From an optimization exercise on the open Yosys and OpenROAD flow, aimed at small area, a short achievable clock period and few clock cycles per item; shortcuts taken in it are not production practice.
The RTL was checked by simulation tests, not by an equivalence proof against the original design.
Power and IR drop assume default switching activity.

==> flow/design.v, too long to show whole: its modules and the start of the top module <==
// module multiplyer: 1211 lines
module multiplyer(
    clk,
    rst_n,
    A,
    B,
    result,
    start_sig,
    done_sig
);
  // ...
==> flow/flow/run.sh <==
#!/bin/bash
export BUFFER_PORTS_ARGS="-buffer_cell sky130_fd_sc_hd__buf_2"
bash standard.sh > standard.log 2>&1
==> flow/standard.sh <==
#!/bin/bash
# synth_recipe.tcl (not shown) runs the flow's synth.tcl, then flattens the netlist and writes it again
# the make line also repeats each setting of config.mk as NAME=value (left out here)
make -C /OpenROAD-flow-scripts/flow DESIGN_CONFIG=/design/flow/config.mk WORK_HOME=/design/flow/orfs CLKGATE_MAP_FILE= SYNTH_SCRIPT=/design/flow/synth_recipe.tcl "${@:-finish}"
==> flow/config.mk <==
export PLATFORM = sky130hd
export DESIGN_NAME = multiplyer
export DESIGN_NICKNAME = multiplyer
export VERILOG_FILES = /design/flow/design.v
export SDC_FILE = /design/flow/constraint.sdc
export NUM_CORES = 4
export LEC_CHECK = 0
export CAP_MARGIN = 20
export CORE_MARGIN = 2
export CORE_UTILIZATION = 40
export SETUP_SLACK_MARGIN = 3.0
export SLEW_MARGIN = 20
==> flow/constraint.sdc <==
create_clock -name core_clock -period 8.0 [get_ports {clk}]
set_input_delay 1.6000 -clock core_clock [delete_from_list [all_inputs] [get_ports {clk}]]
set_output_delay 1.6000 -clock core_clock [all_outputs]
set_load 0.01 [all_outputs]
==> Flow_metrics.wiki, run 1 <==
{| class="wikitable"
! Metric !! Value
|-
| WHS Endpoint || cnt[0]$_DFF_PN0_
|-
| Number of clock buffer instances in the layout || 11
|-
| Required arrival time at the worst endpoint || 6.40 ns
|-
| Critical-path cell list || fa_2 > inv_2 > fa_2 > nand2b_4 > a21oi_4 > o21ai_2 > o21ai_2 > a311oi_4 > buf_6 > xnor2_4 > buf_6 > or3_1 > o31ai_1 > buf_2
|-
| TritonCTS clock tree || done
|-
| R2r startpoint || cnt[0]$_DFF_PN0_
|-
| Clk Tree Root Cell || clkbuf_16
|-
| Status || no timing/DRC/antenna violations
|-
| Vias in the first global route || 7940
|-
| Worst min-delay path class || reg2reg
|-
| GRT Util Overall || 20.0%
|-
| Endpoint arrival time on the critical path || 3.31 ns
|-
| Final worst setup slack || 3.09 ns
|-
| Part of the total power dissipated in combinational logic || 77.1%
|-
| DIE WIDTH || 160 um
|-
| Largest net degree at the start of global routing || 59
|-
| Buffer share of cell area || 6.81%
|-
| Maximum resistive drop on vdd || 0.164 mV
|-
| Most repeated cell in the gate-level netlist after synthesis || inv_1
|-
| Routed wire length || 24600 um
|-
| Number of setup violations in the final report || 0
|-
| Average wire length per cell after detail routing || 16.2 um
|-
| Ratio of final minimum period to clock period || 61.4%
|-
| Slowest stage cell on the critical path || fa_2
|-
| Clock sinks || 62
|-
| Global-route wire length before repair || 40800 um
|-
| Sequential cells || 62
|-
| GRT Residual Overflow || 0
|-
| Final std cells w/o fill || 1518
|-
| Worst slew margin relative to its limit || 26.3%
|}
Testbench counts, summed over its fixed seeds: cycles 6,400, items 1,600.
==> run 2: changes to the inputs <==
==> flow/flow/run.sh (replaced) <==
#!/bin/bash
set -uo pipefail
export BUFFER_PORTS_ARGS="-buffer_cell sky130_fd_sc_hd__buf_2"
bash standard.sh synth > synth.log 2>&1 || exit 1
R=$(sed -n 's/.*WORK_HOME=\([^ ]*\).*/\1/p' standard.sh | head -1)/results/$FLOW_PLATFORM/multiplyer/base
cp $R/1_2_yosys.v yosys_orig.v
python3 flow/polopt.py yosys_orig.v yosys_pol.v > polopt.log 2>&1
cat > equiv.ys <<EOS
read_liberty -ignore_miss_func $FLOW_HOME/platforms/$FLOW_PLATFORM/lib/sky130_fd_sc_hd__tt_025C_1v80.lib
read_verilog yosys_orig.v
rename $FLOW_TOP gold
read_verilog yosys_pol.v
rename $FLOW_TOP gate
rename -hide gold/w:* gold/x:* %d
rename -hide gate/w:* gate/x:* %d
rename -hide gold/c:_* gate/c:_*
equiv_make gold gate eq
hierarchy -top eq
flatten
async2sync
equiv_simple
equiv_status -assert
EOS
if yosys -s equiv.ys > equiv.log 2>&1; then
  cp yosys_pol.v $R/1_2_yosys.v
  rm -f $R/1_synth.odb
  echo "polarity rewrite used" >> polopt.log
else
  echo "equivalence failed; keeping synthesized netlist" >> polopt.log
fi
bash standard.sh > standard.log 2>&1
==> flow/flow/polopt.py (new file) <==
#!/usr/bin/env python3
"""Inverter minimisation on a mapped sky130 netlist by full-adder polarity.

A full adder is self-dual: FA(~a, ~b, ~c) = (~sum, ~cout).  Yosys's
extract_fa leaves many inverters between full adders; this pass chooses for
every fa_* cell whether it computes the true or the complemented signals so
that as few signals as possible need an inverter, then rewires the netlist
with at most one inverter per signal.  Flip-flops, ports and all other cells
are left as they are.

usage: polopt.py in.v out.v
"""
import re
import sys
import random
from collections import defaultdict

OUTPINS = {"X", "Y", "SUM", "COUT", "Q", "Q_N", "HI", "LO"}

src = open(sys.argv[1]).read()
cell_re = re.compile(r"^(\s*)(sky130_fd_sc_hd__\w+)\s+(\S+)\s*\((.*?)\);\n", re.S | re.M)
pin_re = re.compile(r"\.(\w+)\(([^()]*)\)")

cells = []   # dict(type, name, pins: list[(pin, net)], span)
for m in cell_re.finditer(src):
    pins = [(p, n.strip()) for p, n in pin_re.findall(m.group(4))]
    cells.append(dict(type=m.group(2), name=m.group(3), pins=pins, span=m.span()))

# ports
outports = set()
for m in re.finditer(r"^\s*output\s+(\[(\d+):(\d+)\]\s*)?(\S+?)\s*;", src, re.M):
    if m.group(1):
        hi, lo = int(m.group(2)), int(m.group(3))
        for i in range(min(hi, lo), max(hi, lo) + 1):
            outports.add(f"{m.group(4)}[{i}]")
    else:
        outports.add(m.group(4))

driver = {}
for ci, c in enumerate(cells):
    for p, n in c["pins"]:
        if p in OUTPINS:
            driver[n] = (ci, p)

is_inv = lambda c: re.match(r"sky130_fd_sc_hd__inv_\d+$", c["type"]) is not None
is_fa = lambda c: re.match(r"sky130_fd_sc_hd__fa_\d+$", c["type"]) is not None

removable = set()
for ci, c in enumerate(cells):
    if is_inv(c):
        y = dict(c["pins"])["Y"]
        if y not in outports:
            removable.add(ci)


def base(n):
    pol = 0
    seen = 0
    while n in driver and driver[n][0] in removable:
        ci = driver[n][0]
        n = dict(cells[ci]["pins"])["A"]
        pol ^= 1
        seen += 1
        if seen > 100:
            raise Exception("inverter loop")
    return n, pol


# consumers: (cell index, pin index, base, pol)
cons = defaultdict(list)   # base -> list of (ci, pi, pol)
for ci, c in enumerate(cells):
    if ci in removable:
        continue
    for pi, (p, n) in enumerate(c["pins"]):
        if p in OUTPINS:
            continue
        if n.startswith("1'") or n == "":
            continue
        b, pol = base(n)
        cons[b].append((ci, pi, pol))

fa_cells = [ci for ci, c in enumerate(cells) if is_fa(c)]
flip = defaultdict(int)

# the base nets driven by each FA and the bases each FA reads
fa_out = {ci: [n for p, n in cells[ci]["pins"] if p in OUTPINS] for ci in fa_cells}
fa_in_bases = defaultdict(set)
for b, lst in cons.items():
    for ci, pi, pol in lst:
        if ci in flip or is_fa(cells[ci]):
            fa_in_bases[ci].add(b)


def phys(b):
    d = driver.get(b)
    if d and is_fa(cells[d[0]]):
        return flip[d[0]]
    return 0


def cost(b):
    ph = phys(b)
    for ci, pi, pol in cons.get(b, ()):
        req = pol ^ (flip[ci] if is_fa(cells[ci]) else 0)
        if req != ph:
            return 1
    return 0


def affected(ci):
    return set(fa_out[ci]) | fa_in_bases[ci]


total = sum(cost(b) for b in list(cons.keys()))
sys.stderr.write(f"removable inverters {len(removable)}, full adders {len(fa_cells)}, "
                 f"inverted signals before {total}\n")
improved = True
rounds = 0
while improved and rounds < 50:
    improved = False
    rounds += 1
    order = fa_cells[:]
    random.Random(rounds).shuffle(order)
    for ci in order:
        aff = affected(ci)
        before = sum(cost(b) for b in aff)
        flip[ci] ^= 1
        after = sum(cost(b) for b in aff)
        if after < before:
            improved = True
            total += after - before
        else:
            flip[ci] ^= 1
sys.stderr.write(f"inverted signals after {total} ({sum(flip[c] for c in fa_cells)} adders flipped)\n")

# rewrite
newpins = {ci: list(c["pins"]) for ci, c in enumerate(cells)}
newcells = []
newwires = []
k = 0
for b, lst in cons.items():
    ph = phys(b)
    invnet = None
    for ci, pi, pol in lst:
        req = pol ^ (flip[ci] if is_fa(cells[ci]) else 0)
        p, _ = newpins[ci][pi]
        if req == ph:
            newpins[ci][pi] = (p, b)
        else:
            if invnet is None:
                k += 1
                invnet = f"_polinv{k}_"
                newwires.append(invnet)
                newcells.append(f"  sky130_fd_sc_hd__inv_1 _polinvc{k}_ (\n    .A({b} ),\n    .Y({invnet} )\n  );\n")
            newpins[ci][pi] = (p, invnet)

out = []
pos = 0
for ci, c in enumerate(cells):
    s, e = c["span"]
    out.append(src[pos:s])
    pos = e
    if ci in removable:
        continue
    m = cell_re.match(src, s)
    ind = m.group(1)
    body = ",\n".join(f"    .{p}({n} )" for p, n in newpins[ci])
    out.append(f"{ind}{c['type']} {c['name']} (\n{body}\n  );\n")
tail = src[pos:]
i = tail.rfind("endmodule")
out.append(tail[:i] + "".join(newcells) + tail[i:])
text = "".join(out)
# declare the new wires after the module header
decl = "".join(f"  wire {w};\n" for w in newwires)
j = text.index(");", text.index("module")) + 3
text = text[:j] + decl + text[j:]
open(sys.argv[2], "w").write(text)
==> run 2 against run 1 <==
Still clean. Worst hold slack better by 0.0072 ns. Count of clock-buffer cells in the layout is 2 lower. Non-clock buffer count fell by 4. First-iteration DRC count up 15%. Final cell count shrank 10%. Sequential share of layout area up 0.67 points. Synthesized area down 4.5%. Critical path depth unchanged. Flip-flop and latch count stayed put. Wire length decreased by 4.0%. Critical path type unchanged. Critical endpoint is now done_sig[2]. Highest routed layer unchanged.
==> Flow_metrics.wiki, run 2 <==
{| class="wikitable"
! Metric !! Value
|-
| Storage cell area || 1250 sq um (unchanged)
|-
| GRT busiest layer || met2 (unchanged)
|-
| Post-synthesis instance area || 9270 sq um (was 9700 sq um)
|-
| Hold_buf cts || 0 (unchanged)
|-
| IO Port Bufs || 101 (unchanged)
|-
| Endpoint arrival time on the critical path || 3.30 ns (was 3.31 ns)
|-
| Tightest Pin Transition || 1.16 ns (was 1.10 ns)
|-
| Clock sinks || 62 (unchanged)
|-
| Area of the placeable core || 22700 sq um (was 23600 sq um)
|-
| Flip-flop count of the largest register after layout || 25 (unchanged)
|-
| Count of mapped cells out of synthesis || 977 (was 1092)
|-
| Die span in y || 156 um (was 160 um)
|-
| Starting utilization of the core area || 40.8% (was 41.1%)
|-
| Die footprint || 24400 sq um (was 25500 sq um)
|-
| TritonRoute pass-1 iters || 5 (was 7)
|-
| Status || no timing/DRC/antenna violations (unchanged)
|-
| Power, Total || 4.36 mW (was 4.58 mW)
|-
| Leakage power total || 4.99 nW (was 5.51 nW)
|-
| R2r startpoint || cnt[0]$_DFF_PN0_ (unchanged)
|-
| Area of the multi-input gates || 7570 sq um (was 7630 sq um)
|-
| Highest Clock Rate || 204 MHz (was 203 MHz)
|-
| GRT Util Overall || 20.8% (was 20.0%)
|-
| Setup repair after global routing missed its margin || true (unchanged)
|-
| Fill cell instance count of the final layout || 2207 (was 2288)
|-
| Antenna violations before repair || 0 (unchanged)
|-
| Worst setup path startpoint || rY[0]$_DFF_P_ (was rX[0]$_DFF_P_)
|-
| Type of origin of the critical path || flop (unchanged)
|-
| Met2 Track Usage GR || 36.6% (was 34.7%)
|-
| Clk Tree Root Cell || clkbuf_16 (unchanged)
|-
| Sequential group share of total power || 13.4% (was 12.7%)
|-
| DIE WIDTH || 156 um (was 160 um)
|-
| Post-placement cell count || 1334 (was 1482)
|-
| Cell internal power dissipation || 2.16 mW (was 2.28 mW)
|-
| Ratio of final minimum period to clock period || 61.2% (was 61.4%)
|-
| R2R Path End || rC$_DFF_P_ (was rY[13]$_DFF_P_)
|-
| Vias/cell || 5.23 (was 5.04)
|-
| Met1 track demand over resource || 27.4% (was 26.2%)
|-
| Clk latency of the worst-skew pair || 0.34 ns (about the same)
|-
| Final min period || 4.90 ns (was 4.91 ns)
|-
| Residual DRC || 0 (unchanged)
|-
| Number of maximum-capacitance violations || 0 (unchanged)
|-
| Final std cells w/o fill || 1363 (was 1518)
|-
| Cell area power density || 412 nW/um^2 (was 408 nW/um^2)
|-
| Part of the total power dissipated in combinational logic || 78.1% (was 77.1%)
|-
| Ports || 103 (unchanged)
|-
| Commonest non-fill, non-tap cells in the layout || 178 x fa_1, 137 x nand2_1, 101 x buf_2 (was 215 x inv_1, 178 x fa_1, 138 x nand2_1)
|-
| Required arrival time at the worst endpoint || 6.40 ns (about the same)
|-
| Instance area at placement || 10000 sq um (was 10500 sq um)
|-
| Register with the highest flop count || rX (unchanged)
|-
| Number of antenna cells inserted || 0 (unchanged)
|-
| Endpoint class of the critical path || output port (unchanged)
|-
| Post-DRT Antenna Nets || 0 (unchanged)
|-
| Maximum fanout count along the critical path || 4 (was 6)
|-
| GRT Residual Overflow || 0 (unchanged)
|-
| Worst slew margin relative to its limit || 22.7% (was 26.3%)
|-
| Post-route cell area || 10600 sq um (was 11200 sq um)
|-
| Proportion of power drawn by the clock network || 8.5% (was 10.2%)
|-
| Area added between synthesis and finish || 14.1% (was 15.5%)
|-
| Half-perimeter wire length after placement || 19200 um (was 19800 um)
|-
| Sw Share || 50.5% (was 50.2%)
|-
| Vias || 7124 (was 7653)
|-
| Startpoint of the most critical hold path || cnt[0]$_DFF_PN0_ (unchanged)
|-
| TritonCTS clock tree || done (unchanged)
|-
| Average wire length per cell after detail routing || 17.4 um (was 16.2 um)
|-
| Pins Over Slew Limit || 0 (unchanged)
|-
| Avg Synthesized Cell Area || 9.48 sq um (was 8.88 sq um)
|-
| Row Count || 55 (was 56)
|-
| Clock-pin slew of the registers on the worst-case setup and hold paths || 0.06 ns (about the same)
|-
| Biggest registers after layout || rX (25), rY (24), rS (9) (unchanged)
|-
| Vias in the first global route || 7639 (was 7940)
|-
| Final core occ || 46.6% (was 47.4%)
|-
| Worst min-delay path class || reg2reg (unchanged)
|-
| Fraction of final layout cells with drive strength greater than 1 || 15.3% (was 14.1%)
|-
| GR met3 Demand/Resource || 2.06% (was 2.23%)
|-
| Routed wire length || 23600 um (was 24600 um)
|-
| H-tree levels || 3 (unchanged)
|-
| Maximum buffer depth of the clock tree || 2 (unchanged)
|-
| Final clock skew || 0.00957 ns (was 0.0137 ns)
|-
| Global-route wire length before repair || 39600 um (was 40800 um)
|-
| Detailed Route Iter0 Violations || 439 (was 383)
|-
| Mapped Nets || 1284 (was 1399)
|-
| Largest net degree at the start of global routing || 54 (was 59)
|-
| Most common cell after layout, fill and taps aside || fa_1 (was inv_1)
|-
| Routability congestion estimate || 0.851 (was 0.809)
|-
| Number of setup violations in the final report || 0 (unchanged)
|-
| Setup total negative slack || 0 ns (unchanged)
|-
| Worst setup path class || reg2out (unchanged)
|-
| Reported net switching power || 2.20 mW (was 2.30 mW)
|-
| Cells on worst reg2reg path || 16 (was 15)
|-
| Maximum resistive drop on vdd || 0.151 mV (was 0.164 mV)
|-
| Final-report hold violation count || 0 (unchanged)
|-
| Net total in the final layout || 1380 (was 1501)
|-
| Synth warn || 1 (unchanged)
|-
| Setup slack of the worst register-to-register path || 3.62 ns (was 3.60 ns)
|-
| Destination of the critical timing path || done_sig[2] (was result[1])
|-
| Number of buffers created by CTS || 9 (unchanged)
|}
run 2: metrics by stage:
stage	worst slack, ns	hold slack [ns]
detailed placement	2.72	0.499
global placement	2.74	0.492
global route	2.94	0.522
finish	3.10	0.505
CTS	3.00	0.507
floorplan	3.29	0.463
run 2: power by group through the flow:
stage	Clock (mW)	Sequential (mW)	Combinational [mW]
finish	0.371	0.583	3.40
global route	0.393	0.597	3.88
CTS	0.378	0.580	3.36
detailed placement	0	0.585	3.31
global placement	0	0.583	3.27
floorplan	0	0.541	2.28
run 2: cell type report:
class                      count  share of cell area, %
clock buffer                   9                   2.13
tap                          285                   3.37
sequential                    62                   11.9
clock inverter                 7                  0.533
multi-input combinational    773                   71.6
timing repair buffer         126                   6.89
inverter                     101                   3.59
run 2: how the worst min path moves through the flow:
stage | to | slack (ns) | depth (start not counted)
2_1_floorplan | cnt[0]$_DFF_PN0_ | 0.46 | 1
3_3_place_gp | cnt[0]$_DFF_PN0_ | 0.49 | 1
3_5_place_dp | cnt[0]$_DFF_PN0_ | 0.50 | 1
4_1_cts | cnt[0]$_DFF_PN0_ | 0.51 | 1
5_1_grt | cnt[0]$_DFF_PN0_ | 0.52 | 1
6_report | cnt[0]$_DFF_PN0_ | 0.51 | 1
run 2: per-layer routing:
layer / share of wire (%) / up-vias
met3: 2.8 / 35
li1: - / 3360
met5: 0 / -
met4: 1.8 / 0
met2: 51 / 141
met1: 44 / 3588
run 2: critical path: stages (launching register included):
cell	delay, ns
dfxtp_2	0.33
fa_2	0.41
inv_2	0.07
fa_2	0.20
nand2b_4	0.14
a21oi_4	0.06
o21ai_2	0.20
o21ai_2	0.12
a311oi_4	0.31
buf_12	0.17
xor2_4	0.07
buf_6	0.16
or3_4	0.35
a211oi_2	0.20
buf_2	0.15
run 2: what timing repair did:
item | 4_1_cts | 5_1_grt
endpoints found under the setup margin | 33 | 21
pin swaps | 4 | 12
hold endpoints to repair | 0 | 0
resized for setup | 8 | 18
buffers inserted | 7 | 5
==> run 3: changes to the inputs <==
--- a/flow/config.mk
+++ b/flow/config.mk
@@ -8,5 +8,5 @@
 export CAP_MARGIN = 20
 export CORE_MARGIN = 2
 export CORE_UTILIZATION = 40
-export SETUP_SLACK_MARGIN = 3.0
+export SETUP_SLACK_MARGIN = 2.5
 export SLEW_MARGIN = 20
==> run 3 against run 2 <==
Still clean on timing, DRC and antenna. Sequential power shrank 0.9%. Final cell count decreased by 0.66%. Register-to-register slack about the same. Via count down 0.98%. Critical path type unchanged.
==> Flow_metrics.wiki, run 3 <==
{| class="wikitable"
! Metric !! Value
|-
| Status || no timing/DRC/antenna violations (unchanged)
|-
| Final clock skew || 0.00840 ns (was 0.00957 ns)
|-
| TritonCTS clock tree || done (unchanged)
|-
| Maximum single-stage delay on the critical path || 0.39 ns (was 0.41 ns)
|-
| Flip-flop count of the largest register after layout || 25 (unchanged)
|-
| Slowest stage cell on the critical path || fa_1 (was fa_2)
|-
| Cells on worst reg2reg path || 16 (unchanged)
|-
| Worst slew margin relative to its limit || 19.8% (was 22.7%)
|-
| Worst min-delay path class || reg2reg (unchanged)
|-
| Sw Share || 50.8% (was 50.5%)
|-
| IO Port Bufs || 101 (unchanged)
|-
| Endpoint arrival time on the critical path || 3.63 ns (was 3.30 ns)
|-
| Mapped Nets || 1284 (unchanged)
|-
| Area added between synthesis and finish || 12.3% (was 14.1%)
|-
| Half-perimeter wire length after placement || 19200 um (unchanged)
|-
| Residual DRC || 0 (unchanged)
|-
| Required arrival time at the worst endpoint || 6.40 ns (about the same)
|-
| Final std cells w/o fill || 1354 (was 1363)
|-
| Maximum buffer depth of the clock tree || 2 (unchanged)
|-
| Setup repair after global routing missed its margin || false (was true)
|-
| Clock sinks || 62 (unchanged)
|-
| Die footprint || 24400 sq um (unchanged)
|-
| DIE WIDTH || 156 um (unchanged)
|-
| Number of antenna cells inserted || 0 (unchanged)
|-
| Post-synthesis instance area || 9270 sq um (unchanged)
|-
| Number of maximum-capacitance violations || 0 (unchanged)
|-
| Type of origin of the critical path || flop (unchanged)
|-
| Commonest non-fill, non-tap cells in the layout || 180 x fa_1, 138 x nand2_1, 101 x inv_1, 101 x buf_2, 74 x and2_1 (was 178 x fa_1, 137 x nand2_1, 101 x buf_2)
|-
| Antenna violations before repair || 0 (unchanged)
|-
| GRT Util Overall || 20.6% (was 20.8%)
|-
| Most common cell after layout, fill and taps aside || fa_1 (unchanged)
|-
| Register with the highest flop count || rX (unchanged)
|-
| R2r startpoint || cnt[0]$_DFF_PN0_ (unchanged)
|-
| Avg Synthesized Cell Area || 9.48 sq um (unchanged)
|-
| Critical-path cell list || fa_1 > inv_1 > fa_1 > nand2b_1 > a21oi_1 > o21ai_2 > o21ai_2 > a311oi_4 > xor2_4 > buf_4 > or3_1 > a211oi_1 > buf_2 (was fa_2 > inv_2 > fa_2 > nand2b_4 > a21oi_4 > o21ai_2 > o21ai_2 > a311oi_4 > buf_12 > xor2_4 > buf_6 > or3_4 > a211oi_2 > buf_2)
|-
| Vias in the first global route || 7557 (was 7639)
|-
| Setup slack of the worst register-to-register path || 3.62 ns (about the same)
|-
| Count of mapped cells out of synthesis || 977 (unchanged)
|-
| Cell depth of the worst min-delay path || 1 (unchanged)
|-
| Hold_buf cts || 0 (unchanged)
|-
| Post-DRT Antenna Nets || 0 (unchanged)
|-
| Ports || 103 (unchanged)
|-
| Setup total negative slack || 0 ns (unchanged)
|-
| Maximum fanout count along the critical path || 15 (was 4)
|-
| Die span in y || 156 um (unchanged)
|-
| Proportion of power drawn by the clock network || 8.7% (was 8.5%)
|-
| Sequential group share of total power || 13.6% (was 13.4%)
|-
| Clk latency of the worst-skew pair || 0.34 ns (about the same)
|-
| Cell area power density || 408 nW/um^2 (was 412 nW/um^2)
|-
| R2R Path End || rC$_DFF_P_ (unchanged)
|-
| Number of setup violations in the final report || 0 (unchanged)
|-
| Clk Tree Root Cell || clkbuf_16 (unchanged)
|-
| Tightest Pin Transition || 1.20 ns (was 1.16 ns)
|-
| Routability congestion estimate || 0.851 (unchanged)
|-
| Starting utilization of the core area || 40.8% (unchanged)
|-
| Endpoint class of the critical path || output port (unchanged)
|-
| Post-placement cell count || 1334 (unchanged)
|-
| Number of buffers created by CTS || 9 (unchanged)
|-
| Area of the placeable core || 22700 sq um (unchanged)
|-
| GRT Residual Overflow || 0 (unchanged)
|-
| Final-report hold violation count || 0 (unchanged)
|-
| Leakage power total || 4.92 nW (was 4.99 nW)
|-
| Global-route wire length before repair || 39200 um (was 39600 um)
|-
| Part of the total power dissipated in combinational logic || 77.6% (was 78.1%)
|-
| Final min period || 5.23 ns (was 4.90 ns)
|-
| Worst setup path class || reg2out (unchanged)
|-
| Net total in the final layout || 1371 (was 1380)
|-
| H-tree levels || 3 (unchanged)
|-
| Average wire length per cell after detail routing || 17.4 um (about the same)
|-
| Startpoint of the most critical hold path || cnt[0]$_DFF_PN0_ (unchanged)
|-
| Clock-pin slew of the registers on the worst-case setup and hold paths || 0.06 ns (about the same)
|-
| CP delay by family, top || compound AO/OA/AOI/OAI gates (unchanged)
|-
| Pins Over Slew Limit || 0 (unchanged)
|-
| Highest Clock Rate || 191 MHz (was 204 MHz)
|-
| Fraction of final layout cells with drive strength greater than 1 || 13.5% (was 15.3%)
|-
| Detailed Route Iter0 Violations || 388 (was 439)
|-
| Vias/cell || 5.21 (was 5.23)
|-
| WHS Endpoint || cnt[0]$_DFF_PN0_ (unchanged)
|-
| Maximum resistive drop on vdd || 0.149 mV (was 0.151 mV)
|-
| Vias || 7054 (was 7124)
|-
| Routed wire length || 23500 um (was 23600 um)
|-
| Worst path bufs/invs || 3 (was 4)
|-
| Row Count || 55 (unchanged)
|-
| Synth warn || 1 (unchanged)
|-
| Reported net switching power || 2.16 mW (was 2.20 mW)
|-
| Largest net degree at the start of global routing || 54 (unchanged)
|-
| Ratio of final minimum period to clock period || 65.4% (was 61.2%)
|-
| Biggest registers after layout || rX (25), rY (24), rS (9) (unchanged)
|-
| TritonRoute pass-1 iters || 5 (unchanged)
|-
| Cell internal power dissipation || 2.09 mW (was 2.16 mW)
|}
## run 3: worst max-delay path by stage
stage | from | endpoint | slack, ns | cells after the start
5_1_grt | rX[0]$_DFF_P_ | result[26] | 2.51 | 14
4_1_cts | rY[0]$_DFF_P_ | result[19] | 2.51 | 13
3_3_place_gp | rX[0]$_DFF_P_ | done_sig[2] | 2.74 | 13
3_5_place_dp | rX[0]$_DFF_P_ | done_sig[2] | 2.72 | 13
6_report | rY[0]$_DFF_P_ | done_sig[2] | 2.77 | 13
2_1_floorplan | B[5] | rC$_DFF_P_ | 3.29 | 11
## run 3: worst register-to-register path, cell delays in order (launching register included)
cell	delay (ns)
dfrtp_1	0.41
inv_1	0.10
ha_1	0.28
buf_4	0.44
a222oi_1	0.20
nor2_1	0.12
buf_4	0.30
and2_1	0.19
ha_1	0.24
fa_1	0.51
fa_1	0.49
ha_1	0.30
o21a_1	0.10
o21a_1	0.16
o21a_1	0.16
o21ai_0	0.14
nand2b_1	0.10
## run 3: power by group through the flow
stage,clock (mW),combinational [mW],sequential [mW]
after floorplan,0,2.28,0.541
after global placement,0,3.27,0.583
after detailed placement,0,3.31,0.585
after CTS,0.378,3.32,0.579
after global routing,0.393,3.77,0.593
final,0.371,3.30,0.578
## run 3: cell type report
| type | instances | area, sq um |
|---|---|---|
| clock buffer | 9 | 225 |
| sequential | 62 | 1250 |
| clock inverter | 7 | 56.3 |
| fill | 2217 | 12300 |
| timing repair buffer | 117 | 633 |
| multi-input combinational | 773 | 7500 |
| inverter | 101 | 379 |
| tap | 285 | 357 |
## run 3: per-stage QoR
stage / util (%) / cell area [sq um] / power [mW] / setup WS [ns] / hold slack, ns
global route: 45.8 / 10400 / 4.76 / 2.51 / 0.522
global placement: 44.2 / 10000 / 3.85 / 2.74 / 0.492
detailed placement: 44.2 / 10000 / 3.89 / 2.72 / 0.499
finish: 45.8 / 10400 / 4.25 / 2.77 / 0.504
CTS: 45.5 / 10300 / 4.28 / 2.51 / 0.507
floorplan: - / 9270 / 2.82 / 3.29 / 0.463
## run 3: layer usage
layer / routed length (um) / vias to the layer above / track usage (%)
met5: 0 / - / 0
met4: 345 / 0 / 4.94
li1: - / 3337 / -
met2: 12000 / 144 / 36.5
met3: 709 / 27 / 1.94
met1: 10500 / 3546 / 27.3
## run 3: timing repair
| item | 4_1_cts | 5_1_grt |
|---|---|---|
| setup endpoints to repair | 10 | 16 |
| pin swaps | 1 | 1 |
| resized for setup | 0 | 5 |
| buffers inserted | 2 | 1 |
==> run 4: changes to the inputs <==
--- a/flow/flow/run.sh
+++ b/flow/flow/run.sh
@@ -3,10 +3,11 @@
 export BUFFER_PORTS_ARGS="-buffer_cell sky130_fd_sc_hd__buf_2"
 bash standard.sh synth > synth.log 2>&1 || exit 1
 R=$(sed -n 's/.*WORK_HOME=\([^ ]*\).*/\1/p' standard.sh | head -1)/results/$FLOW_PLATFORM/multiplyer/base
+LIB=$FLOW_HOME/platforms/$FLOW_PLATFORM/lib/sky130_fd_sc_hd__tt_025C_1v80.lib
 cp $R/1_2_yosys.v yosys_orig.v
-python3 flow/polopt.py yosys_orig.v yosys_pol.v > polopt.log 2>&1
+python3 flow/polopt2.py $LIB yosys_orig.v yosys_pol.v > polopt.log 2>&1
 cat > equiv.ys <<EOS
-read_liberty -ignore_miss_func $FLOW_HOME/platforms/$FLOW_PLATFORM/lib/sky130_fd_sc_hd__tt_025C_1v80.lib
+read_liberty -ignore_miss_func $LIB
 read_verilog yosys_orig.v
 rename $FLOW_TOP gold
 read_verilog yosys_pol.v
@@ -21,7 +22,7 @@
 equiv_simple
 equiv_status -assert
 EOS
-if yosys -s equiv.ys > equiv.log 2>&1; then
+if [ -s yosys_pol.v ] && yosys -s equiv.ys > equiv.log 2>&1; then
   cp yosys_pol.v $R/1_2_yosys.v
   rm -f $R/1_synth.odb
   echo "polarity rewrite used" >> polopt.log
==> flow/flow/polopt2.py (new file) <==
#!/usr/bin/env python3
"""Inverter minimisation on a mapped sky130 netlist by output polarity.

Every full adder is self-dual (FA(~a,~b,~c) = (~sum,~cout)), and many
single-output gates have a complementary cell with the same inputs
(and2/nand2, a21o/a21oi, xor2/xnor2, ...).  This pass chooses for each full
adder and each such gate whether it produces its signal true or
complemented, so that the inverters between cells plus the gates' area are
as small as possible, and rewires the netlist with at most one inverter per
signal.  Flip-flops, half adders, ports and other cells keep their
function; the result is logically equivalent (checked by the flow with Yosys).

usage: polopt2.py liberty in.v out.v
"""
import re
import sys
import random
import itertools
from collections import defaultdict

libf, inf, outf = sys.argv[1:4]
OUTPINS = {"X", "Y", "SUM", "COUT", "Q", "Q_N", "HI", "LO"}
INV_AREA = 3.7536

# ---- liberty: area, single-output function truth tables, complements ----
lib = open(libf).read()
libcells = {}
for m in re.finditer(r'cell \("(sky130_fd_sc_hd__\w+)"\) \{', lib):
    name = m.group(1)
    start = m.end()
    nxt = lib.find('\n    cell (', start)
    blk = lib[start:nxt if nxt > 0 else len(lib)]
    am = re.search(r'area : ([\d.]+)', blk)
    if not am or 'ff (' in blk or 'latch (' in blk or 'statetable' in blk:
        continue
    funcs = re.findall(r'pin \("(\w+)"\) \{(?:(?!pin \().)*?direction : "output";(?:(?!pin \().)*?function : "([^"]*)"', blk, re.S)
    ins = re.findall(r'pin \("(\w+)"\) \{\s*(?:[^{}]*?)direction : "input"', blk)
    libcells[name] = (float(am.group(1)), funcs, tuple(sorted(ins)))


def truth(func, ins):
    expr = func.replace('!', '~')
    tt = 0
    for i, vals in enumerate(itertools.product((0, 1), repeat=len(ins))):
        env = dict(zip(ins, vals))
        if eval(expr, {}, env) & 1:
            tt |= 1 << i
    return tt


bad = re.compile(r'lpflow|probe|clk|dly|buf_|bufinv|bufbuf|einv|ebuf|conb|diode|tap|fill|decap|mux2i|lsbuf')
sig = {}
for name, (area, funcs, ins) in libcells.items():
    if len(funcs) != 1 or bad.search(name) or not ins:
        continue
    sig[name] = (ins, truth(funcs[0][1], ins), funcs[0][0], area)
bykey = defaultdict(list)
for name, (ins, tt, op, area) in sig.items():
    bykey[(ins, tt)].append((area, name))
comp = {}
for name, (ins, tt, op, area) in sig.items():
    full = (1 << (1 << len(ins))) - 1
    c = bykey.get((ins, tt ^ full))
    if c:
        comp[name] = min(c)[1]

# ---- netlist ----
src = open(inf).read()
cell_re = re.compile(r"^(\s*)(sky130_fd_sc_hd__\w+)\s+(\S+)\s*\((.*?)\);\n", re.S | re.M)
pin_re = re.compile(r"\.(\w+)\(([^()]*)\)")
cells = []
for m in cell_re.finditer(src):
    pins = [(p, n.strip()) for p, n in pin_re.findall(m.group(4))]
    cells.append(dict(type=m.group(2), name=m.group(3), pins=pins, span=m.span(), ind=m.group(1)))

outports = set()
for m in re.finditer(r"^\s*output\s+(\[(\d+):(\d+)\]\s*)?(\S+?)\s*;", src, re.M):
    if m.group(1):
        hi, lo = int(m.group(2)), int(m.group(3))
        for i in range(min(hi, lo), max(hi, lo) + 1):
            outports.add(f"{m.group(4)}[{i}]")
    else:
        outports.add(m.group(4))

driver = {}
for ci, c in enumerate(cells):
    for p, n in c["pins"]:
        if p in OUTPINS:
            driver[n] = (ci, p)

is_inv = lambda t: re.match(r"sky130_fd_sc_hd__inv_\d+$", t) is not None
is_fa = lambda t: re.match(r"sky130_fd_sc_hd__fa_\d+$", t) is not None

removable = set()
for ci, c in enumerate(cells):
    if is_inv(c["type"]) and dict(c["pins"])["Y"] not in outports:
        removable.add(ci)

# gates that may swap to their complement: not driving a port directly
swappable = set()
for ci, c in enumerate(cells):
    if ci in removable or c["type"] not in comp:
        continue
    outs = [n for p, n in c["pins"] if p in OUTPINS]
    if len(outs) == 1 and outs[0] not in outports:
        swappable.add(ci)
fas = set(ci for ci, c in enumerate(cells) if is_fa(c["type"]))


def base(n):
    pol = 0
    for _ in range(1000):
        if n in driver and driver[n][0] in removable:
            n = dict(cells[driver[n][0]]["pins"])["A"]
            pol ^= 1
        else:
            return n, pol
    raise Exception("inverter loop")


cons = defaultdict(list)   # base -> [(ci, pi, pol)]
reads = defaultdict(set)   # ci -> bases it reads
for ci, c in enumerate(cells):
    if ci in removable:
        continue
    for pi, (p, n) in enumerate(c["pins"]):
        if p in OUTPINS or n.startswith("1'") or n == "":
            continue
        b, pol = base(n)
        cons[b].append((ci, pi, pol))
        reads[ci].add(b)
outs_of = {ci: [n for p, n in cells[ci]["pins"] if p in OUTPINS] for ci in range(len(cells))}

flip = defaultdict(int)


def phys(b):
    d = driver.get(b)
    if d and (d[0] in fas or d[0] in swappable):
        return flip[d[0]]
    return 0


def inv_needed(b):
    ph = phys(b)
    for ci, pi, pol in cons.get(b, ()):
        if (pol ^ (flip[ci] if ci in fas else 0)) != ph:
            return 1
    return 0


def gate_area(ci):
    t = cells[ci]["type"]
    return sig[comp[t]][3] if flip[ci] else sig[t][3]


def local(ci):
    bs = set(outs_of[ci])
    if ci in fas:
        bs |= reads[ci]
    a = sum(inv_needed(b) for b in bs) * INV_AREA
    if ci in swappable:
        a += gate_area(ci)
    return a


allbases = list(cons.keys())
before_inv = sum(inv_needed(b) for b in allbases)
vars_ = sorted(fas | swappable)
import math
rng = random.Random(1)
cur = sum(inv_needed(b) for b in allbases) * INV_AREA + sum(gate_area(c) for c in swappable)
best = cur
bestflip = dict(flip)
T0, T1, steps = 4.0, 0.05, 200000
for st in range(steps):
    T = T0 * (T1 / T0) ** (st / steps)
    ci = vars_[rng.randrange(len(vars_))]
    a0 = local(ci)
    flip[ci] ^= 1
    a1 = local(ci)
    d = a1 - a0
    if d <= 0 or rng.random() < math.exp(-d / T):
        cur += d
        if cur < best - 1e-9:
            best = cur
            bestflip = dict(flip)
    else:
        flip[ci] ^= 1
flip = defaultdict(int, bestflip)
after_inv = sum(inv_needed(b) for b in allbases)
sys.stderr.write(f"removable inverters {len(removable)} -> signals needing an inverter "
                 f"{before_inv} -> {after_inv}; adders flipped {sum(flip[c] for c in fas)}, "
                 f"gates swapped {sum(flip[c] for c in swappable)} of {len(swappable)}\n")

# ---- rewrite ----
newpins = {ci: list(c["pins"]) for ci, c in enumerate(cells)}
newtype = {ci: c["type"] for ci, c in enumerate(cells)}
for ci in swappable:
    if flip[ci]:
        t = cells[ci]["type"]
        nt = comp[t]
        op_old = sig[t][2]
        op_new = sig[nt][2]
        newtype[ci] = nt
        newpins[ci] = [(op_new if p == op_old else p, n) for p, n in newpins[ci]]
newcells = []
newwires = []
k = 0
for b, lst in cons.items():
    ph = phys(b)
    invnet = None
    for ci, pi, pol in lst:
        req = pol ^ (flip[ci] if ci in fas else 0)
        p, _ = newpins[ci][pi]
        if req == ph:
            newpins[ci][pi] = (p, b)
        else:
            if invnet is None:
                k += 1
                invnet = f"_polinv{k}_"
                newwires.append(invnet)
                newcells.append(f"  sky130_fd_sc_hd__inv_1 _polinvc{k}_ (\n    .A({b} ),\n    .Y({invnet} )\n  );\n")
            newpins[ci][pi] = (p, invnet)

out = []
pos = 0
for ci, c in enumerate(cells):
    s, e = c["span"]
    out.append(src[pos:s])
    pos = e
    if ci in removable:
        continue
    body = ",\n".join(f"    .{p}({n} )" for p, n in newpins[ci])
    out.append(f"{c['ind']}{newtype[ci]} {c['name']} (\n{body}\n  );\n")
tail = src[pos:]
i = tail.rfind("endmodule")
out.append(tail[:i] + "".join(newcells) + tail[i:])
text = "".join(out)
decl = "".join(f"  wire {w};\n" for w in newwires)
j = text.index(");", text.index("module")) + 3
text = text[:j] + decl + text[j:]
open(outf, "w").write(text)
--- a/flow/config.mk
+++ b/flow/config.mk
@@ -8,5 +8,5 @@
 export CAP_MARGIN = 20
 export CORE_MARGIN = 2
 export CORE_UTILIZATION = 40
-export SETUP_SLACK_MARGIN = 2.5
+export SETUP_SLACK_MARGIN = 3.0
 export SLEW_MARGIN = 20
removed: flow/flow/polopt.py
==> run 4 against run 3 <==
Utilization increased by 0.94 points. Worst hold slack got worse by 0.014 ns. Global-route usage increased by 0.19 points. Clock skew increased by 0.0029 ns. Die area decreased by 1.8%. Worst setup slack improved by 0.19 ns. Register-to-register slack about the same. Final cell count decreased by 1.6%. Critical path depth increased by 1. Synthesized cell count decreased by 3.7%. Sequential share of layout area decreased by 0.097 points. Critical path type unchanged.
==> Flow_metrics.wiki, run 4 <==
{| class="wikitable"
! Metric !! Value
|-
| Proportion of power drawn by the clock network || 9.6% (was 8.7%)
|-
| Row Count || 55 (unchanged)
|-
| R2r startpoint || cnt[0]$_DFF_PN0_ (unchanged)
|-
| Avg Synthesized Cell Area || 9.66 sq um (was 9.48 sq um)
|-
| Slowest stage cell on the critical path || or3_4 (was fa_1)
|-
| Post-DRT Antenna Nets || 0 (unchanged)
|-
| Half-perimeter wire length after placement || 18400 um (was 19200 um)
|-
| Area of the placeable core || 22500 sq um (was 22700 sq um)
|-
| Endpoint arrival time on the critical path || 3.44 ns (was 3.63 ns)
|-
| Net total in the final layout || 1351 (was 1371)
|-
| Number of antenna cells inserted || 0 (unchanged)
|-
| R2R Path End || rC$_DFF_P_ (unchanged)
|-
| Final core occ || 46.8% (was 45.8%)
|-
| Ports || 103 (unchanged)
|-
| GRT Residual Overflow || 0 (unchanged)
|-
| Part of the total power dissipated in combinational logic || 77.5% (was 77.6%)
|-
| Clock sinks || 62 (unchanged)
|-
| Maximum resistive drop on vdd || 0.158 mV (was 0.149 mV)
|-
| Final min period || 5.04 ns (was 5.23 ns)
|-
| Average wire length per cell after detail routing || 17.4 um (about the same)
|-
| Area added between synthesis and finish || 15.7% (was 12.3%)
|-
| Maximum buffer depth of the clock tree || 2 (unchanged)
|-
| Worst setup slack after placement || 2.70 ns (was 2.72 ns)
|-
| Setup repair after global routing missed its margin || true (was false)
|-
| Setup slack of the worst register-to-register path || 3.63 ns (was 3.62 ns)
|-
| Flip-flop count of the largest register after layout || 25 (unchanged)
|-
| Vias in the first global route || 7667 (was 7557)
|-
| Die footprint || 24000 sq um (was 24400 sq um)
|-
| TritonCTS clock tree || done (unchanged)
|-
| Number of setup violations in the final report || 0 (unchanged)
|-
| Biggest registers after layout || rX (25), rY (24), rS (9) (unchanged)
|-
| Leakage power total || 4.61 nW (was 4.92 nW)
|-
| TritonRoute pass-1 iters || 5 (unchanged)
|-
| Clk latency of the worst-skew pair || 0.35 ns (was 0.34 ns)
|-
| Ratio of final minimum period to clock period || 63.0% (was 65.4%)
|-
| Fill cell instance count of the final layout || 2137 (was 2217)
|-
| CP delay by family, top || compound AO/OA/AOI/OAI gates (unchanged)
|-
| Number of maximum-capacitance violations || 0 (unchanged)
|-
| IO Port Bufs || 101 (unchanged)
|-
| Maximum single-stage delay on the critical path || 0.39 ns (about the same)
|-
| Number of buffers created by CTS || 9 (unchanged)
|-
| Hold_buf cts || 0 (unchanged)
|-
| Final clock skew || 0.0113 ns (was 0.00840 ns)
|-
| Detailed Route Iter0 Violations || 408 (was 388)
|-
| Highest Clock Rate || 198 MHz (was 191 MHz)
|-
| Cell internal power dissipation || 2.25 mW (was 2.09 mW)
|-
| Required arrival time at the worst endpoint || 6.40 ns (about the same)
|-
| Clk Tree Root Cell || clkbuf_16 (unchanged)
|-
| DIE WIDTH || 155 um (was 156 um)
|-
| Worst setup path class || reg2out (unchanged)
|-
| Vias/cell || 5.32 (was 5.21)
|-
| Residual DRC || 0 (unchanged)
|-
| Worst path bufs/invs || 4 (was 3)
|-
| Worst min-delay path class || reg2reg (unchanged)
|-
| Power, Total || 4.49 mW (was 4.25 mW)
|-
| Final-report hold violation count || 0 (unchanged)
|-
| Post-synthesis instance area || 9090 sq um (was 9270 sq um)
|-
| Critical-path cell list || fa_2 > inv_2 > fa_2 > nand2b_4 > a21oi_4 > o21ai_2 > o21ai_2 > a311o_1 > clkinvlp_4 > xnor2_4 > clkinvlp_4 > or3_4 > a211oi_2 > buf_2 (was fa_1 > inv_1 > fa_1 > nand2b_1 > a21oi_1 > o21ai_2 > o21ai_2 > a311oi_4 > xor2_4 > buf_4 > or3_1 > a211oi_1 > buf_2)
|-
| H-tree levels || 3 (unchanged)
|-
| Clock-pin slew of the registers on the worst-case setup and hold paths || 0.06 ns (about the same)
|-
| Cell depth of the worst min-delay path || 1 (unchanged)
|-
| Sequential group share of total power || 12.9% (was 13.6%)
|-
| Routed wire length || 23200 um (was 23500 um)
|-
| Setup total negative slack || 0 ns (unchanged)
|-
| WHS Endpoint || cnt[0]$_DFF_PN0_ (unchanged)
|-
| Antenna violations before repair || 0 (unchanged)
|-
| Post-route cell area || 10500 sq um (was 10400 sq um)
|-
| Final worst setup slack || 2.96 ns (was 2.77 ns)
|-
| Global-route wire length before repair || 39600 um (was 39200 um)
|-
| Worst slew margin relative to its limit || 13.7% (was 19.8%)
|-
| Starting utilization of the core area || 40.4% (was 40.8%)
|-
| Reported net switching power || 2.23 mW (was 2.16 mW)
|-
| Commonest non-fill, non-tap cells in the layout || 178 x fa_1, 143 x nand2_1, 100 x buf_2 (was 180 x fa_1, 138 x nand2_1, 101 x inv_1, 101 x buf_2, 74 x and2_1)
|-
| Cell area power density || 426 nW/um^2 (was 408 nW/um^2)
|-
| Type of origin of the critical path || flop (unchanged)
|-
| Count of mapped cells out of synthesis || 941 (was 977)
|-
| Tightest Pin Transition || 1.29 ns (was 1.20 ns)
|-
| Endpoint class of the critical path || output port (unchanged)
|-
| Startpoint of the most critical hold path || cnt[0]$_DFF_PN0_ (unchanged)
|-
| Die span in y || 155 um (was 156 um)
|-
| Cells on worst reg2reg path || 14 (was 16)
|-
| Mapped Nets || 1248 (was 1284)
|-
| Area of the multi-input gates || 7580 sq um (was 7500 sq um)
|-
| Sw Share || 49.7% (was 50.8%)
|-
| Synth warn || 1 (unchanged)
|-
| Pins Over Slew Limit || 0 (unchanged)
|-
| Vias || 7095 (was 7054)
|-
| Largest net degree at the start of global routing || 59 (was 54)
|-
| GRT Util Overall || 20.8% (was 20.6%)
|-
| Status || no timing/DRC/antenna violations (unchanged)
|-
| Register with the highest flop count || rX (unchanged)
|-
| Routability congestion estimate || 0.846 (was 0.851)
|-
| Storage cell area || 1250 sq um (about the same)
|-
| Most common cell after layout, fill and taps aside || fa_1 (unchanged)
|-
| Maximum fanout count along the critical path || 3 (was 15)
|-
| Fraction of final layout cells with drive strength greater than 1 || 16.9% (was 13.5%)
|-
| Instance area at placement || 9870 sq um (was 10000 sq um)
|}
==> run 4: worst max-delay path by stage <==
stage / start / to / cells past startpoint
2_1_floorplan: B[1] / rC$_DFF_P_ / 12
3_3_place_gp: rX[0]$_DFF_P_ / done_sig[2] / 14
3_5_place_dp: rX[0]$_DFF_P_ / done_sig[2] / 14
4_1_cts: rY[0]$_DFF_P_ / done_sig[2] / 14
5_1_grt: rC$_DFF_P_ / result[28] / 15
6_report: rC$_DFF_P_ / done_sig[2] / 14
==> run 4: cell type report <==
class	count	share of cell area [%]
multi-input combinational	773	72.0
timing repair buffer	131	7.18
clock inverter	6	0.832
timing repair inverter	2	0.143
tap	285	3.39
sequential	62	11.9
clock buffer	9	2.14
inverter	65	2.39
==> run 4: power groups by stage <==
stage / combinational (mW) / sequential, mW / clock [mW]
CTS: 3.40 / 0.579 / 0.440
finish: 3.48 / 0.577 / 0.431
global placement: 3.29 / 0.580 / 0
global route: 3.96 / 0.595 / 0.451
detailed placement: 3.32 / 0.582 / 0
floorplan: 2.33 / 0.541 / 0
==> run 4: metrics by stage <==
step / cells / hold WS [ns]
2_1_floorplan: 941 / 0.463
3_3_place_gp: 1298 / 0.486
3_5_place_dp: 1298 / 0.491
4_1_cts: 1323 / 0.499
5_1_grt: 1333 / 0.532
6_report: 1333 / 0.490
==> run 4: repair_timing <==
action	in CTS	in global routing
buffers inserted	9	9
pin swaps	6	14
resized for setup	16	31
gates cloned	1	1
setup endpoints to repair	33	32
==> run 4: per-layer routing <==
layer	up-vias	part of all wire (%)	global-route usage, %
met1	3639	45	27.6
met3	28	2.9	2.38
li1	3297	-	-
met4	0	1.4	5.34
met5	-	0	0
met2	131	51	36.4

## separate check: timing with driven ports
Ports are ideal in the flow. The routed layouts listed here were re-timed in OpenROAD.
Step 1 assumes that a clkbuf_16 drives the clock port and a buf_2 every other input.
Step 2 adds t to the input delays and takes it off the output delays; t is the mean of the earliest and latest rising clock arrival at the registers after step 1. Input paths then give back, and output paths get back, about the clock's delay inside the block.
Three values: ideal, step 1, step 2; two values: the first two.
| run | shift t [ns] | setup WS [ns] | worst slew at a driven data input, ns |
|---|---|---|---|
| run 1 | 0.383 | 3.085 / 3.041 / 2.963 | 0.04 |
| run 2 | 0.382 | 3.103 / 3.056 / 2.879 | 0.04 |
| run 3 | 0.382 | 2.769 / 2.722 / 2.830 | 0.04 |
| run 4 | 0.390 | 2.960 / 2.915 / 2.894 | 0.04 |
After both steps setup and hold are still met in every run listed. For run 2, which loses most, drivers alone change the setup slack by -0.047 ns; drivers and shift together by -0.224 ns.
